Background: an optimization exercise with open tools, aiming at small area, a short achievable clock period and few clock cycles. Do not read the settings as production practice.
In this exercise RTL edits were held to simulation tests only and were not proved equivalent to the original.

$ cat design.v
module modulo #(parameter DATA_WIDTH = 8)(
  input  logic [DATA_WIDTH-1:0] hi,
  input  logic [DATA_WIDTH-1:0] lo,
  input  logic [DATA_WIDTH-1:0] modulant,
  output logic [DATA_WIDTH-1:0] out
);
logic [DATA_WIDTH-1:0] r [0:DATA_WIDTH];
assign r[0] = hi;
genvar i;
generate
  for (i = 0; i < DATA_WIDTH; i++) begin : g_step
    logic [DATA_WIDTH:0]   d;
    logic [DATA_WIDTH+1:0] t;
    assign d = {r[i], lo[DATA_WIDTH-1-i]};
    assign t = {1'b0, d} - {2'b00, modulant};
    assign r[i+1] = t[DATA_WIDTH+1] ? d[DATA_WIDTH-1:0] : t[DATA_WIDTH-1:0];
  end
endgenerate
assign out = r[DATA_WIDTH];
endmodule
module multiplicator #(parameter DATA_WIDTH = 8)(
  input  logic [DATA_WIDTH-1:0]   a,
  input  logic [DATA_WIDTH-1:0]   b,
  output logic [2*DATA_WIDTH-1:0] out
);
assign out = a * b;
endmodule
module accelerator_interface #(parameter DATA_WIDTH = 8)(
  input  logic [DATA_WIDTH-1:0] a,
  input  logic [DATA_WIDTH-1:0] b,
  input  logic [DATA_WIDTH-1:0] modulant,
  input  logic                  start,
  input  logic [2:0]            control,
  input  logic                  clk,
  output logic [DATA_WIDTH-1:0] result,
  output logic                  finished
);
typedef enum logic [2:0] {
  S_IDLE = 3'd0, S_ADD = 3'd1, S_SUB = 3'd2, S_DIV1 = 3'd3,
  S_DIV2 = 3'd4, S_MUL = 3'd5, S_EXP0 = 3'd6, S_EXP = 3'd7
} state_t;
state_t state;
logic [7:0] r;       
logic [7:0] a_r;     
logic [7:0] e_r;     
logic [7:0] m_r;     
logic [2:0] cnt;     
logic       pm;      
logic       fin;
logic [2:0] lead;
logic       e_zero, e_one;
always_comb begin
  lead = 3'd0;
  for (int k = 0; k < 8; k++)
    if (e_r[k]) lead = k[2:0];
end
assign e_zero = (e_r == 8'd0);
assign e_one  = (e_r == 8'd1);
logic [7:0]  y_op;
logic [15:0] prod;
logic [8:0]  t;
logic [7:0]  hi, lo;
logic [7:0]  red;
always_comb begin
  case (state)
    S_MUL:   y_op = e_r;
    S_EXP:   y_op = pm ? a_r : r;
    default: y_op = r;
  endcase
end
multiplicator #(.DATA_WIDTH(8)) u_mul (.a(r), .b(y_op), .out(prod));
always_comb begin
  case (state)
    S_ADD:   t = {1'b0, r} + {1'b0, e_r};
    S_SUB:   t = {1'b0, r} - {1'b0, e_r};
    default: t = {1'b0, r};
  endcase
end
always_comb begin
  case (state)
    S_ADD:   begin hi = {7'd0, t[8]};                    lo = t[7:0]; end
    S_SUB:   begin hi = t[8] ? {m_r[7:1], 1'b0} : 8'd0;   lo = t[7:0]; end
    S_DIV1:  begin hi = 8'd0;                            lo = t[7:0]; end
    S_DIV2:  begin hi = r;                               lo = e_r;    end
    default: begin hi = prod[15:8];                      lo = prod[7:0]; end
  endcase
end
modulo #(.DATA_WIDTH(8)) u_red (.hi(hi), .lo(lo), .modulant(m_r), .out(red));
always_ff @(posedge clk) begin
  if (start) begin
    a_r <= a;
    e_r <= b;
    m_r <= modulant;
    pm  <= 1'b0;
    cnt <= 3'd0;
    r   <= (control == 3'b011) ? 8'd1 : a;
    fin <= (control == 3'b011);
    case (control)
      3'b000:  state <= S_ADD;
      3'b001:  state <= S_SUB;
      3'b010:  state <= S_DIV1;
      3'b100:  state <= S_MUL;
      3'b101:  state <= S_EXP0;
      default: state <= S_IDLE;
    endcase
  end else begin
    case (state)
      S_ADD, S_SUB, S_MUL, S_DIV2: begin
        r     <= red;
        fin   <= 1'b1;
        state <= S_IDLE;
      end
      S_DIV1: begin
        r     <= red;
        state <= S_DIV2;
      end
      S_EXP0: begin
        if (e_zero) begin
          r     <= 8'd1;
          fin   <= 1'b1;
          state <= S_IDLE;
        end else if (e_one) begin
          fin   <= 1'b1;
          state <= S_IDLE;
        end else begin
          r   <= red;
          pm  <= e_r[lead - 3'd1];
          cnt <= lead - 3'd1;
          e_r <= e_r << (4'd9 - {1'b0, lead});
          if (!e_r[lead - 3'd1] && lead == 3'd1) begin
            fin   <= 1'b1;
            state <= S_IDLE;
          end else
            state <= S_EXP;
        end
      end
      S_EXP: begin
        r <= red;
        if (pm) begin
          pm <= 1'b0;
          if (cnt == 3'd0) begin
            fin   <= 1'b1;
            state <= S_IDLE;
          end
        end else begin
          pm  <= e_r[7];
          e_r <= e_r << 1;
          cnt <= cnt - 3'd1;
          if (!e_r[7] && cnt == 3'd1) begin
            fin   <= 1'b1;
            state <= S_IDLE;
          end
        end
      end
      default: ;
    endcase
  end
end
assign result   = r;
assign finished = fin;
endmodule
$ cat run.sh
#!/bin/bash
# synth_recipe.tcl (not shown) runs the flow's synth.tcl, then flattens the netlist and writes it again
# the make line also repeats each setting of config.mk as NAME=value (left out here)
make -C /OpenROAD-flow-scripts/flow DESIGN_CONFIG=/design/flow/config.mk WORK_HOME=/design/flow/orfs CLKGATE_MAP_FILE= SYNTH_SCRIPT=/design/flow/synth_recipe.tcl finish
$ cat config.mk
export PLATFORM = sky130hd
export DESIGN_NAME = accelerator_interface
export DESIGN_NICKNAME = accelerator_interface
export VERILOG_FILES = /design/flow/design.v
export SDC_FILE = /design/flow/constraint.sdc
export NUM_CORES = 4
export LEC_CHECK = 0
export CAP_MARGIN = 20
export CORE_MARGIN = 2
export CORE_UTILIZATION = 40
export SLEW_MARGIN = 20
$ cat constraint.sdc
create_clock -name core_clock -period 120.0 [get_ports {clk}]
set_input_delay 24.0000 -clock core_clock [delete_from_list [all_inputs] [get_ports {clk}]]
set_output_delay 24.0000 -clock core_clock [all_outputs]
set_load 0.01 [all_outputs]
==> run summary <==
-- layer usage --
layer  share of wire [%]  track usage [%]  wire length (µm)
met5                   0                0                 0
met2                  46             36.0             11600
met4                0.88             3.40               221
met1                  48             30.2             12000
met3                 5.6             2.94              1400
-- final timing paths --
path / start / end / cells past startpoint
worst max-delay path: state[0]$_DFFE_PP_ / r[0]$_DFFE_PP_ / 109
worst min-delay path: cnt[2]$_SDFFE_PP0P_ / cnt[2]$_SDFFE_PP0P_ / 2
worst min register to register: cnt[2]$_SDFFE_PP0P_ / cnt[2]$_SDFFE_PP0P_ / 2
worst max register to register: state[0]$_DFFE_PP_ / r[0]$_DFFE_PP_ / 109
-- registers in the layout, indices dropped and copies added, names as in the netlist --
signal,cells
pm,1
a_r,8
cnt,3
state,3
e_r,8
m_r,8
fin,1
r,8
-- layout make-up --
| type | count | area [µm²] |
|---|---|---|
| Clock buffer | 5 | 125 |
| Clock inverter | 3 | 47.5 |
| Fill cell | 2309 | 12600 |
| Inverter | 105 | 394 |
| Multi-Input combinational cell | 930 | 7350 |
| Sequential cell | 40 | 1160 |
| Tap cell | 285 | 357 |
| Timing Repair Buffer | 44 | 423 |
-- stage by stage --
step / hold slack, ns / worst slack, ns
after CTS: 0.480 / 93.96
after detailed placement: 0.471 / 93.66
after global routing: 0.516 / 91.74
after floorplan: 0.445 / 94.99
after global placement: 0.462 / 93.71
final: 0.473 / 93.97
-- critical path, delay by kind of cell, from the launching register on --
family	cells	cell delay (ns)
AND/OR/NAND/NOR	24	4.64
XOR/XNOR	1	0.19
multiplexers	6	2.05
AO/OA/AOI/OAI	59	12.94
buffers and inverters	6	0.78
flip-flops	1	0.32
adder cells (fa/ha/maj)	13	4.77
-- cell families after synthesis --
family / after synthesis / synth area share (%)
compound gates: 299 / 23.5
xor+xnor: 53 / 5.12
buf+inv: 142 / 6.22
mux: 50 / 6.25
flops: 40 / 12.8
simple gates: 367 / 20.2
fa+ha+maj: 161 / 25.9
-- layout by cell type, fill, tap and decap left out, types with 6 or more instances in the layout --
master	n
a2111oi_0	6
a211oi_1	11
a21boi_0	8
a21o_1	27
a21oi_1	67
a22oi_1	10
a31oi_1	11
and2_1	51
buf_4	7
clkdlybuf4s50_1	37
edfxtp_1	36
fa_1	45
ha_1	116
inv_1	104
mux2_2	18
mux2i_1	26
nand2_1	120
nand2b_1	12
nand3_1	14
nor2_1	84
nor2b_1	19
nor3_1	15
o211ai_1	9
o21a_1	15
o21ai_0	58
o21ai_1	10
o31ai_1	6
or3_1	6
xnor2_1	32
xor2_1	21
==> impl_results.md <==
- Largest cells by area after synthesis: ha_1, edfxtp_1, fa_1
- Vias in the first global route: slightly above 8000
- Status: no timing/DRC/antenna violations
- Final Util: approximately 44%
- Final non-filler cell total: 1412
- RD Place Congestion: between 0.8 and 0.9
- Worst hold path type: flip-flop to flip-flop
- Post-Route Skew: between 0.01 and 0.015 ns
- First-pass GRT wire length: approximately 42 mm
- Seq cells post-synth: 40
- Ys async rst share: 0%
- Placed Instances: approximately 1400
- Post-synth top cells: nand2_1, ha_1, inv_1
- Synthesis Warnings: 3
- CORE AREA: 22400 µm²
- Crit-path slowest cell: o41ai_1
- Via/cell ratio: between 5 and 6
- Post-synth EDFFs: 36
- Initial antenna violation count: 0
- Reg2Reg Setup Slack: between 90 and 100 ns
- Antenna violation net count after detailed routing: 0
- Largest net degree at the start of global routing: 44
- CTS Hold Buffers Added: 0
- Cell area after synthesis: roughly 9100 µm²
- WL/cell: 17.8 µm
- Horiz. Die Dim: between 150 and 200 µm
- CTS Sinks: 40
- Congestion Overflow GR: 0
- Pins over their slew limit: 0
- CP required: 120.03 ns
- Max_slew headroom: just over 30%
- DRT iter0 DRCs: between 600 and 700
- Critical path arrival: roughly 26 ns
- Vias: between 8000 and 9000
- RSZ-0062 raised after global routing: false
- Critical Path Start Type: flip-flop
- Max Freq: between 30 and 40 MHz
- Register area share after synthesis: approximately an eighth
- Residual DRC count: 0
- Htree depth: 2
- Max-cap viol count: 0
- All-layer global routing usage: 21.5%
- CTS Buffer Depth: 2
- Yosys top cell by area: ha_1
- Mapped Cells: around 1100
- Crit-path most repeated cell: o21ai_0
- Critical path class: flip-flop to flip-flop
- TNS Setup: 0 ns
- Row count: 55
- Most used flip-flop cell after synthesis: edfxtp_1
- Post_cts resized: 0
- IO Port Bufs: 37
- Mean post-synth cell area: about 8.2 µm²
- Final Instance Area: 9860 µm²
- Clock root cell: clkbuf_16
- Final WL: 25.2 mm
- Count leader, synth: nand2_1
- Finish-stage setup viols: 0
- Yosys cell types: 99
- CTS Buf Count: 5
- Layout cells sized above 1: under 10%
- Initial DRT Pass Iterations: 9
- Slew @ Worst Pin: ~1 ns
- Starting Density: between 40 and 50%
- Clock Latency Late Sink: 0.29 ns
- Crit path capture type: flip-flop
- Io pins: 38
- Synth top area share: about 16%
- Crit-path max cell delay: roughly 0.7 ns
- Area after DPL: a little under 10000 µm²
- Max FO, Critical Path: 25
- Period Utilization, post-route: 21.7%
- Clock Pin Slew Worst Setup and Hold Paths: 0.07 ns
- Synthesized net count: ~1300
- Synth-to-layout area growth: 8.62%
- Final Hold Viols: 0
- Post-layout nets: 1316
- Die Area: 23900 µm²
- Number of diodes: 0
- DP Wirelength: ~20 mm
- Die height: 155 µm
- Setup Buffers After CTS: 0
- Fin crit period: about 26 ns
- CTS tree: yes
Testbench counts, summed over its fixed seeds: cycles 8,036.

-- what the ideal ports hide --
No port has a modelled driver above. Below, the same layout with a new extraction and two added sets of constraints. Step 1 (the two cells are an assumption about what drives the block):
set clk [get_ports {clk}]
set_driving_cell -lib_cell sky130_fd_sc_hd__clkbuf_16 $clk
set_driving_cell -lib_cell sky130_fd_sc_hd__buf_2 [delete_from_list [all_inputs] $clk]
Step 2 times the ports against the registers' clock, not the clock port: input delays grow and output delays shrink by t, the midpoint of the rising clock arrivals with the driver on. Three values: ideal ports, drivers, drivers and shift; two values: the first two.
t, ns: 0.320
setup slack, ns: 93.968 / 93.968 / 93.671
clock arrival spread, ns: 0.011 / 0.010
worst data-port slew with drivers (ns): 0.03
pins driven straight from the clock port: 1
After both steps this run still meets setup and hold. The setup slack of this run moves by 0.000 ns with the drivers and by -0.297 ns with both steps.
